This is an optimization exercise on Yosys and OpenROAD, whose aim is small area, a short achievable clock period and few clock cycles per item, not a production implementation. In this exercise RTL edits were held to simulation tests only and were not proved equivalent to the original.

==> job 6308: inputs <==
## decipher
module decipher(
    input wire clk_in,
    input wire rst_in,
    input wire start,
    input wire [127:0] block_in,
    input wire [127:0] key_in,
    output logic [127:0] deciphered_block,
    output logic decipher_complete
);
    logic [127:0] state;     
    logic [127:0] key;       
    logic [31:0] sw;         
    logic [3:0] idx;         
    logic [7:0] rc;          
    logic busy;              
    logic back;              
    logic last;              
    logic [127:0] kfwd;      
    logic [31:0] sx;         
    logic [31:0] so;         
    logic [127:0] krev;      
    always_comb begin
        kfwd = key_step(key, sw, rc);
        for (int r = 0; r < 4; r++) begin
            if (!busy)
                sx[31 - 8 * r -: 8] = key_in[127 - 8 * (4 * ((r + 1) % 4) + 3) -: 8];
            else if (!back)
                sx[31 - 8 * r -: 8] = kfwd[127 - 8 * (4 * ((r + 1) % 4) + 3) -: 8];
            else
                sx[31 - 8 * r -: 8] = key[127 - 8 * (4 * ((r + 1) % 4) + 3) -: 8]
                                    ^ key[127 - 8 * (4 * ((r + 1) % 4) + 2) -: 8];
            so[31 - 8 * r -: 8] = sbox(sx[31 - 8 * r -: 8]);
        end
        for (int r = 0; r < 4; r++) begin
            for (int c = 1; c < 4; c++)
                krev[127 - 8 * (4 * r + c) -: 8] = key[127 - 8 * (4 * r + c) -: 8] ^ key[127 - 8 * (4 * r + c - 1) -: 8];
            krev[127 - 8 * (4 * r) -: 8] = key[127 - 8 * (4 * r) -: 8] ^ so[31 - 8 * r -: 8]
                                          ^ (r == 0 ? rc : 8'h00);
        end
    end
    logic [127:0] k10_pre;
    always_comb begin
        logic [7:0] w;
        for (int r = 0; r < 4; r++) begin
            w = (r == 0) ? 8'h36 : 8'h00;
            for (int c = 0; c < 4; c++) begin
  ...
==> module decipher, before the edit <==
module decipher(
    input wire clk_in,
    input wire rst_in,
    input wire start,
    input wire [127:0] block_in,
    input wire [127:0] key_in,
    output logic [127:0] deciphered_block,
    output logic decipher_complete
);
    logic [127:0] state;     
    logic [127:0] key;       
    logic [31:0] sw;         
    logic [3:0] idx;         
    logic [7:0] rc;          
    logic busy;              
    logic back;              
    logic last;              
    logic [127:0] kfwd;      
    logic [31:0] sx;         
    logic [31:0] so;         
    logic [127:0] krev;      
    always_comb begin
        kfwd = key_step(key, sw, rc);
        for (int r = 0; r < 4; r++) begin
            if (!busy)
                sx[31 - 8 * r -: 8] = key_in[127 - 8 * (4 * ((r + 1) % 4) + 3) -: 8];
            else if (!back)
                sx[31 - 8 * r -: 8] = kfwd[127 - 8 * (4 * ((r + 1) % 4) + 3) -: 8];
            else
                sx[31 - 8 * r -: 8] = key[127 - 8 * (4 * ((r + 1) % 4) + 3) -: 8]
                                    ^ key[127 - 8 * (4 * ((r + 1) % 4) + 2) -: 8];
            so[31 - 8 * r -: 8] = sbox(sx[31 - 8 * r -: 8]);
        end
        for (int r = 0; r < 4; r++) begin
            for (int c = 1; c < 4; c++)
                krev[127 - 8 * (4 * r + c) -: 8] = key[127 - 8 * (4 * r + c) -: 8] ^ key[127 - 8 * (4 * r + c - 1) -: 8];
            krev[127 - 8 * (4 * r) -: 8] = key[127 - 8 * (4 * r) -: 8] ^ so[31 - 8 * r -: 8]
                                          ^ (r == 0 ? rc : 8'h00);
        end
    end
    logic [127:0] k10_pre;
    always_comb begin
        logic [7:0] w;
        for (int r = 0; r < 4; r++) begin
            w = (r == 0) ? 8'h36 : 8'h00;
            for (int c = 0; c < 4; c++) begin
                w = w ^ kfwd[127 - 8 * (4 * r + c) -: 8];
                k10_pre[127 - 8 * (4 * r + c) -: 8] = state[127 - 8 * (4 * r + c) -: 8] ^ w;
            end
        end
    end
    logic [127:0] sub;       
    logic [127:0] mixed;
    always_comb begin
        for (int r = 0; r < 4; r++)
            for (int c = 0; c < 4; c++)
                sub[127 - 8 * (4 * r + c) -: 8] = inv_sbox(state[127 - 8 * (4 * r + (c + 4 - r) % 4) -: 8])
                                                 ^ key[127 - 8 * (4 * r + c) -: 8];
        for (int c = 0; c < 4; c++)
            {mixed[127 - 8 * (4 * 0 + c) -: 8], mixed[127 - 8 * (4 * 1 + c) -: 8],
             mixed[127 - 8 * (4 * 2 + c) -: 8], mixed[127 - 8 * (4 * 3 + c) -: 8]} =
                inv_mix_col(sub[127 - 8 * (4 * 0 + c) -: 8], sub[127 - 8 * (4 * 1 + c) -: 8],
                            sub[127 - 8 * (4 * 2 + c) -: 8], sub[127 - 8 * (4 * 3 + c) -: 8]);
    end
    assign deciphered_block = state;
    always_ff @(posedge clk_in) begin
        sw <= so;
        if (!busy)
            rc <= 8'h01;
        else if (back)
            rc <= inv_xtime(rc);
        else if (idx != 4'd8)
            rc <= xtime(rc);
        if (!busy)
            key <= key_in;
        else if (!back)
            key <= kfwd;
        else
            key <= krev;
        if (!busy)
            state <= block_in;
        else if (back)
            state <= last ? sub : mixed;
        else if (idx == 4'd8)
            state <= k10_pre ^ {{4{so[31:24]}}, {4{so[23:16]}}, {4{so[15:8]}}, {4{so[7:0]}}};
        if (rst_in) begin
            busy <= 1'b0;
            decipher_complete <= 1'b0;
        end else begin
            decipher_complete <= 1'b0;
            if (!busy) begin
                if (start) begin
                    busy <= 1'b1;
                    back <= 1'b0;
                    last <= 1'b0;
                    idx <= 4'd0;
                end
            end else if (back) begin
                idx <= idx - 4'd1;
                last <= idx == 4'd1;
                if (last) begin
                    busy <= 1'b0;
                    decipher_complete <= 1'b1;
                end
            end else begin
                idx <= idx + 4'd1;
                if (idx == 4'd8)
                    back <= 1'b1;
            end
        end
    end
endmodule
==> flow/config.mk <==
export PLATFORM = sky130hd
export DESIGN_NAME = decipher
export DESIGN_NICKNAME = decipher
export VERILOG_FILES = /design/flow/design.v
export SDC_FILE = /design/flow/constraint.sdc
export NUM_CORES = 4
export LEC_CHECK = 0
export CAP_MARGIN = 20
export CORE_MARGIN = 2
export CORE_UTILIZATION = 40
export SETUP_SLACK_MARGIN = 1.3
export SLEW_MARGIN = 20
==> flow/constraint.sdc <==
create_clock -name core_clock -period 8.0 [get_ports {clk_in}]
set_input_delay 1.6000 -clock core_clock [delete_from_list [all_inputs] [get_ports {clk_in}]]
set_output_delay 1.6000 -clock core_clock [all_outputs]
set_load 0.01 [all_outputs]
standard.sh (not shown) runs the stock make flow with config.mk's settings and CLKGATE_MAP_FILE= SYNTH_SCRIPT=/design/flow/synth_recipe.tcl, a recipe that flattens the netlist after the stock synthesis.
==> flow/flow/run.sh <==
#!/bin/bash
# Own flow: the standard layout, except that synthesis maps the logic with an
# area-recovering ABC script (flow/abc_speed.script) in place of ORFS's abc_speed.script.
# Registers are mapped before ABC runs, so they are the standard synthesis's.
set -euo pipefail
here=$(pwd)
rm -rf "$here/scripts_synth"
cp -r "$FLOW_HOME/scripts" "$here/scripts_synth"
cp "$here/flow/abc_speed.script" "$here/scripts_synth/abc_speed.script"
SCRIPTS_DIR="$here/scripts_synth" bash standard.sh synth > "$here/synth.log" 2>&1
bash standard.sh > "$here/layout.log" 2>&1
test -f out/final.def
==> flow/flow/abc_speed.script <==
strash
&get -n
&fraig -x
&put
scorr
dc2
strash
&get -n
&dch -f
&nf -R 1000
&put
buffer -c
topo
stime -c
dnsize -c
==> job 6966 (differences from job 6308) <==
--- a/flow/design.v
+++ b/flow/design.v
@@ -150,8 +150,8 @@
         sbox = {t[119], t[125], t[124], t[118], t[121], t[115], t[123], t[122]};
     end
 endfunction
-function automatic [7:0] inv_sbox(input [7:0] x);
-    logic [134:0] t;
+function automatic [7:0] inv_sbox_add(input [7:0] x, input [7:0] k);
+    logic [142:0] t;
     begin
         t[0] = x[4] ^ x[5];
         t[1] = x[1] ^ x[2];
@@ -264,28 +264,36 @@
         t[111] = t[97] ^ t[102];
         t[112] = t[105] ^ t[107];
         t[113] = t[87] ^ t[88];
-        t[114] = t[92] ^ t[93];
-        t[115] = t[95] ^ t[96];
-        t[116] = t[97] ^ t[98];
-        t[117] = t[89] ^ t[103];
-        t[118] = t[89] ^ t[109];
-        t[119] = t[99] ^ t[103];
-        t[120] = t[104] ^ t[106];
-        t[121] = t[104] ^ t[111];
-        t[122] = t[105] ^ t[115];
-        t[123] = t[106] ^ t[110];
-        t[124] = t[108] ^ t[109];
-        t[125] = t[113] ^ t[114];
-        t[126] = t[107] ^ t[110];
-        t[127] = t[108] ^ t[117];
-        t[128] = t[116] ^ t[119];
-        t[129] = t[120] ^ t[124];
-        t[130] = t[123] ^ t[125];
-        t[131] = t[106] ^ t[112];
-        t[132] = t[111] ^ t[112];
-        t[133] = t[118] ^ t[126];
-        t[134] = t[122] ^ t[128];
-        inv_sbox = {t[129], t[133], t[131], t[130], t[121], t[132], t[127], t[134]};
+        t[114] = t[89] ^ k[1];
+        t[115] = t[89] ^ k[6];
+        t[116] = t[92] ^ t[93];
+        t[117] = t[95] ^ t[96];
+        t[118] = t[97] ^ t[98];
+        t[119] = t[99] ^ k[0];
+        t[120] = k[2] ^ t[111];
+        t[121] = k[3] ^ t[104];
+        t[122] = k[4] ^ t[106];
+        t[123] = k[5] ^ t[106];
+        t[124] = k[7] ^ t[104];
+        t[125] = t[103] ^ t[105];
+        t[126] = t[103] ^ t[108];
+        t[127] = t[106] ^ t[108];
+        t[128] = t[109] ^ t[110];
+        t[129] = t[110] ^ t[113];
+        t[130] = t[117] ^ t[118];
+        t[131] = t[107] ^ t[115];
+        t[132] = t[109] ^ t[124];
+        t[133] = t[111] ^ t[121];
+        t[134] = t[114] ^ t[126];
+        t[135] = t[116] ^ t[122];
+        t[136] = t[119] ^ t[125];
+        t[137] = t[112] ^ t[120];
+        t[138] = t[112] ^ t[123];
+        t[139] = t[127] ^ t[132];
+        t[140] = t[128] ^ t[131];
+        t[141] = t[129] ^ t[135];
+        t[142] = t[130] ^ t[136];
+        inv_sbox_add = {t[139], t[140], t[138], t[141], t[133], t[137], t[134], t[142]};
     end
 endfunction
 function automatic [31:0] inv_mix_col(input [7:0] a0, input [7:0] a1, input [7:0] a2, input [7:0] a3);
@@ -551,14 +559,31 @@
     always_comb begin
         for (int r = 0; r < 4; r++)
             for (int c = 0; c < 4; c++)
-                sub[127 - 8 * (4 * r + c) -: 8] = inv_sbox(state[127 - 8 * (4 * r + (c + 4 - r) % 4) -: 8])
-                                                 ^ key[127 - 8 * (4 * r + c) -: 8];
+                sub[127 - 8 * (4 * r + c) -: 8] = inv_sbox_add(state[127 - 8 * (4 * r + (c + 4 - r) % 4) -: 8],
+                                                               key[127 - 8 * (4 * r + c) -: 8]);
         for (int c = 0; c < 4; c++)
             {mixed[127 - 8 * (4 * 0 + c) -: 8], mixed[127 - 8 * (4 * 1 + c) -: 8],
              mixed[127 - 8 * (4 * 2 + c) -: 8], mixed[127 - 8 * (4 * 3 + c) -: 8]} =
                 inv_mix_col(sub[127 - 8 * (4 * 0 + c) -: 8], sub[127 - 8 * (4 * 1 + c) -: 8],
                             sub[127 - 8 * (4 * 2 + c) -: 8], sub[127 - 8 * (4 * 3 + c) -: 8]);
     end
+    logic [127:0] rotated;
+    logic [127:0] state_rest;
+    logic [127:0] state_next;
+    always_comb begin
+        for (int r = 0; r < 4; r++)
+            for (int c = 0; c < 4; c++)
+                rotated[127 - 8 * (4 * r + c) -: 8] = state[127 - 8 * (4 * r + (c + 1) % 4) -: 8];
+        if (!busy)
+            state_rest = block_in;
+        else if (back)
+            state_rest = sub;
+        else if (idx == 4'd8)
+            state_rest = k10_pre ^ {{4{so[31:24]}}, {4{so[23:16]}}, {4{so[15:8]}}, {4{so[7:0]}}};
+        else
+            state_rest = rotated;
+        state_next = (busy & back & ~last) ? mixed : state_rest;
+    end
     assign deciphered_block = state;
     always_ff @(posedge clk_in) begin
         sw <= so;
@@ -574,12 +599,7 @@
             key <= kfwd;
         else
             key <= krev;
-        if (!busy)
-            state <= block_in;
-        else if (back)
-            state <= last ? sub : mixed;
-        else if (idx == 4'd8)
-            state <= k10_pre ^ {{4{so[31:24]}}, {4{so[23:16]}}, {4{so[15:8]}}, {4{so[7:0]}}};
+        state <= state_next;
         if (rst_in) begin
             busy <= 1'b0;
             decipher_complete <= 1'b0;
==> flow/flow/run.sh (replaced) <==
#!/bin/bash
# Own flow: the standard layout, except that
#  - synthesis maps the logic with an area-recovering ABC script (flow/abc_speed.script)
#    in place of ORFS's abc_speed.script; registers are mapped before ABC runs, so they
#    are the standard synthesis's;
#  - every input and output port still gets its own buffer, but a buf_1 (the smallest
#    buffer) in place of the clkdlybuf4s50_1 that buffer_ports picks by default.
set -euo pipefail
here=$(pwd)
rm -rf "$here/scripts_synth"
cp -r "$FLOW_HOME/scripts" "$here/scripts_synth"
cp "$here/flow/abc_speed.script" "$here/scripts_synth/abc_speed.script"
export BUFFER_PORTS_ARGS="-buffer_cell sky130_fd_sc_hd__buf_1"
SCRIPTS_DIR="$here/scripts_synth" bash standard.sh synth > "$here/synth.log" 2>&1
bash standard.sh > "$here/layout.log" 2>&1
test -f out/final.def
- SETUP_SLACK_MARGIN: 1.3 -> 1.5
==> job 9528 (differences from job 6308) <==
--- a/flow/design.v
+++ b/flow/design.v
@@ -150,8 +150,8 @@
         sbox = {t[119], t[125], t[124], t[118], t[121], t[115], t[123], t[122]};
     end
 endfunction
-function automatic [7:0] inv_sbox(input [7:0] x);
-    logic [134:0] t;
+function automatic [7:0] inv_sbox_add(input [7:0] x, input [7:0] k);
+    logic [142:0] t;
     begin
         t[0] = x[4] ^ x[5];
         t[1] = x[1] ^ x[2];
@@ -264,28 +264,36 @@
         t[111] = t[97] ^ t[102];
         t[112] = t[105] ^ t[107];
         t[113] = t[87] ^ t[88];
-        t[114] = t[92] ^ t[93];
-        t[115] = t[95] ^ t[96];
-        t[116] = t[97] ^ t[98];
-        t[117] = t[89] ^ t[103];
-        t[118] = t[89] ^ t[109];
-        t[119] = t[99] ^ t[103];
-        t[120] = t[104] ^ t[106];
-        t[121] = t[104] ^ t[111];
-        t[122] = t[105] ^ t[115];
-        t[123] = t[106] ^ t[110];
-        t[124] = t[108] ^ t[109];
-        t[125] = t[113] ^ t[114];
-        t[126] = t[107] ^ t[110];
-        t[127] = t[108] ^ t[117];
-        t[128] = t[116] ^ t[119];
-        t[129] = t[120] ^ t[124];
-        t[130] = t[123] ^ t[125];
-        t[131] = t[106] ^ t[112];
-        t[132] = t[111] ^ t[112];
-        t[133] = t[118] ^ t[126];
-        t[134] = t[122] ^ t[128];
-        inv_sbox = {t[129], t[133], t[131], t[130], t[121], t[132], t[127], t[134]};
+        t[114] = t[89] ^ k[1];
+        t[115] = t[89] ^ k[6];
+        t[116] = t[92] ^ t[93];
+        t[117] = t[95] ^ t[96];
+        t[118] = t[97] ^ t[98];
+        t[119] = t[99] ^ k[0];
+        t[120] = k[2] ^ t[111];
+        t[121] = k[3] ^ t[104];
+        t[122] = k[4] ^ t[106];
+        t[123] = k[5] ^ t[106];
+        t[124] = k[7] ^ t[104];
+        t[125] = t[103] ^ t[105];
+        t[126] = t[103] ^ t[108];
+        t[127] = t[106] ^ t[108];
+        t[128] = t[109] ^ t[110];
+        t[129] = t[110] ^ t[113];
+        t[130] = t[117] ^ t[118];
+        t[131] = t[107] ^ t[115];
+        t[132] = t[109] ^ t[124];
+        t[133] = t[111] ^ t[121];
+        t[134] = t[114] ^ t[126];
+        t[135] = t[116] ^ t[122];
+        t[136] = t[119] ^ t[125];
+        t[137] = t[112] ^ t[120];
+        t[138] = t[112] ^ t[123];
+        t[139] = t[127] ^ t[132];
+        t[140] = t[128] ^ t[131];
+        t[141] = t[129] ^ t[135];
+        t[142] = t[130] ^ t[136];
+        inv_sbox_add = {t[139], t[140], t[138], t[141], t[133], t[137], t[134], t[142]};
     end
 endfunction
 function automatic [31:0] inv_mix_col(input [7:0] a0, input [7:0] a1, input [7:0] a2, input [7:0] a3);
@@ -551,14 +559,31 @@
     always_comb begin
         for (int r = 0; r < 4; r++)
             for (int c = 0; c < 4; c++)
-                sub[127 - 8 * (4 * r + c) -: 8] = inv_sbox(state[127 - 8 * (4 * r + (c + 4 - r) % 4) -: 8])
-                                                 ^ key[127 - 8 * (4 * r + c) -: 8];
+                sub[127 - 8 * (4 * r + c) -: 8] = inv_sbox_add(state[127 - 8 * (4 * r + (c + 4 - r) % 4) -: 8],
+                                                               key[127 - 8 * (4 * r + c) -: 8]);
         for (int c = 0; c < 4; c++)
             {mixed[127 - 8 * (4 * 0 + c) -: 8], mixed[127 - 8 * (4 * 1 + c) -: 8],
              mixed[127 - 8 * (4 * 2 + c) -: 8], mixed[127 - 8 * (4 * 3 + c) -: 8]} =
                 inv_mix_col(sub[127 - 8 * (4 * 0 + c) -: 8], sub[127 - 8 * (4 * 1 + c) -: 8],
                             sub[127 - 8 * (4 * 2 + c) -: 8], sub[127 - 8 * (4 * 3 + c) -: 8]);
     end
+    logic [127:0] rotated;
+    logic [127:0] state_rest;
+    logic [127:0] state_next;
+    always_comb begin
+        for (int r = 0; r < 4; r++)
+            for (int c = 0; c < 4; c++)
+                rotated[127 - 8 * (4 * r + c) -: 8] = state[127 - 8 * (4 * r + (c + 1) % 4) -: 8];
+        if (!busy)
+            state_rest = block_in;
+        else if (back)
+            state_rest = sub;
+        else if (idx == 4'd8)
+            state_rest = k10_pre ^ {{4{so[31:24]}}, {4{so[23:16]}}, {4{so[15:8]}}, {4{so[7:0]}}};
+        else
+            state_rest = rotated;
+        state_next = (busy & back & ~last) ? mixed : state_rest;
+    end
     assign deciphered_block = state;
     always_ff @(posedge clk_in) begin
         sw <= so;
@@ -574,12 +599,7 @@
             key <= kfwd;
         else
             key <= krev;
-        if (!busy)
-            state <= block_in;
-        else if (back)
-            state <= last ? sub : mixed;
-        else if (idx == 4'd8)
-            state <= k10_pre ^ {{4{so[31:24]}}, {4{so[23:16]}}, {4{so[15:8]}}, {4{so[7:0]}}};
+        state <= state_next;
         if (rst_in) begin
             busy <= 1'b0;
             decipher_complete <= 1'b0;
- CORE_UTILIZATION: 40 -> 60
- SETUP_SLACK_MARGIN: 1.3 -> 1.5
==> results.yml <==
drt:
  drt_wl_total_um: 231000
  m1WireLength_um: 91400
  wl_per_cell_um: 27.2
  dr_wl_met3_um: 26300
finish:
  fin_nets: 7320
  buffers_excl_clock: 1044
  fin_util_pct: 53.1
  fillers: 11131
  multi_input_area_share_pct: 73.1
yosys:
  synthCells: 6146
  synthMuxAreaShare_pct: 0.945
  syn_area_per_cell_sq_um: 7.78
min_path:
  holdPathStages: 1
  hold_end: "key[16]"
floorplan:
  start_util_pct: 40.4
timing:
  whs_ns: 0.584
  fmax_mhz: 152
status:
  status: "finished clean"
-- figures above: job 6966

==> results.yml <==
floorplan:
  start_util_pct: 60.6
min_path:
  hold_end: "key[53]"
  holdPathStages: 1
finish:
  multi_input_area_share_pct: 71.2
  fin_util_pct: 80.8
  buffers_excl_clock: 1025
  fillers: 5186
drt:
  drt_wl_total_um: 225000
  m1WireLength_um: 79700
  wl_per_cell_um: 28.3
status:
  status: "finished clean"
yosys:
  syn_area_per_cell_sq_um: 7.78
  synthMuxAreaShare_pct: 0.945
  synth_largest_area_cell: "xnor2_1"
  synthCells: 6146
timing:
  whs_ns: 0.580
  min_period_over_period_pct: 88.4
setup_path:
  crit_path_max_fanout: 7
-- figures above: job 9528

==> results.yml <==
status:
  status: "finished clean"
finish:
  buffers_excl_clock: 1090
  multi_input_area_share_pct: 68.0
  top_regs: "key (128), state (128), sw (32)"
  fillers: 10979
  fin_util_pct: 54.4
timing:
  whs_ns: 0.531
  hold_viol: 0
  fmax_mhz: 153
drt:
  drt_wl_total_um: 203000
  dr_wl_met3_um: 16300
  m1WireLength_um: 81700
  wl_per_cell_um: 23.8
min_path:
  hold_end: "rc[2]"
  holdPathStages: 2
global_route:
  antenna_found_initial: 8
  grt_usage_pct: 30.9
yosys:
  synthCells: 6017
  synthMuxAreaShare_pct: 0.561
  syn_area_per_cell_sq_um: 8.01
floorplan:
  start_util_pct: 40.2
-- figures above: job 6308

Testbench counts of job 6308, summed over its fixed seeds: cycles 5,376, blocks 256.
Testbench counts of job 6966, summed over its fixed seeds: cycles 5,376, blocks 256.
Testbench counts of job 9528, summed over its fixed seeds: cycles 5,376, blocks 256.

-- re-timing with driven ports --
How much do the figures lean on ideal ports? The routed layouts below were timed once more, with nothing changed but the port constraints.
Step 1 sets driving cells, clkbuf_16 on the clock port and buf_2 on the other inputs (assumed; they add their load-dependent delay and slew).
Step 2, shift: input delay + t, output delay - t, t = (earliest + latest rising clock arrival at the registers) / 2. This alone moves slack from input paths to output paths.
Slacks: no drivers / after step 1 / after step 2; pairs: no drivers / after step 1.
run | shift t [ns] | setup slack, ns | worst hold slack (ns) | slew at the worst register clock pin (ns)
job 6308 | 0.673 | 1.466 / 1.466 / 0.896 | 0.531 / 0.531 / 0.531 | 0.07 / 0.07
job 6966 | 0.686 | 1.431 / 1.431 / 1.268 | 0.584 / 0.584 / 0.584 | 0.07 / 0.07
job 9528 | 0.667 | 0.929 / 0.929 / 0.599 | 0.580 / 0.580 / 0.580 | 0.07 / 0.07
After both steps setup and hold are still met in every run listed. For job 6308, which loses most, drivers alone change the setup slack by 0.000 ns; drivers and shift together by -0.570 ns.
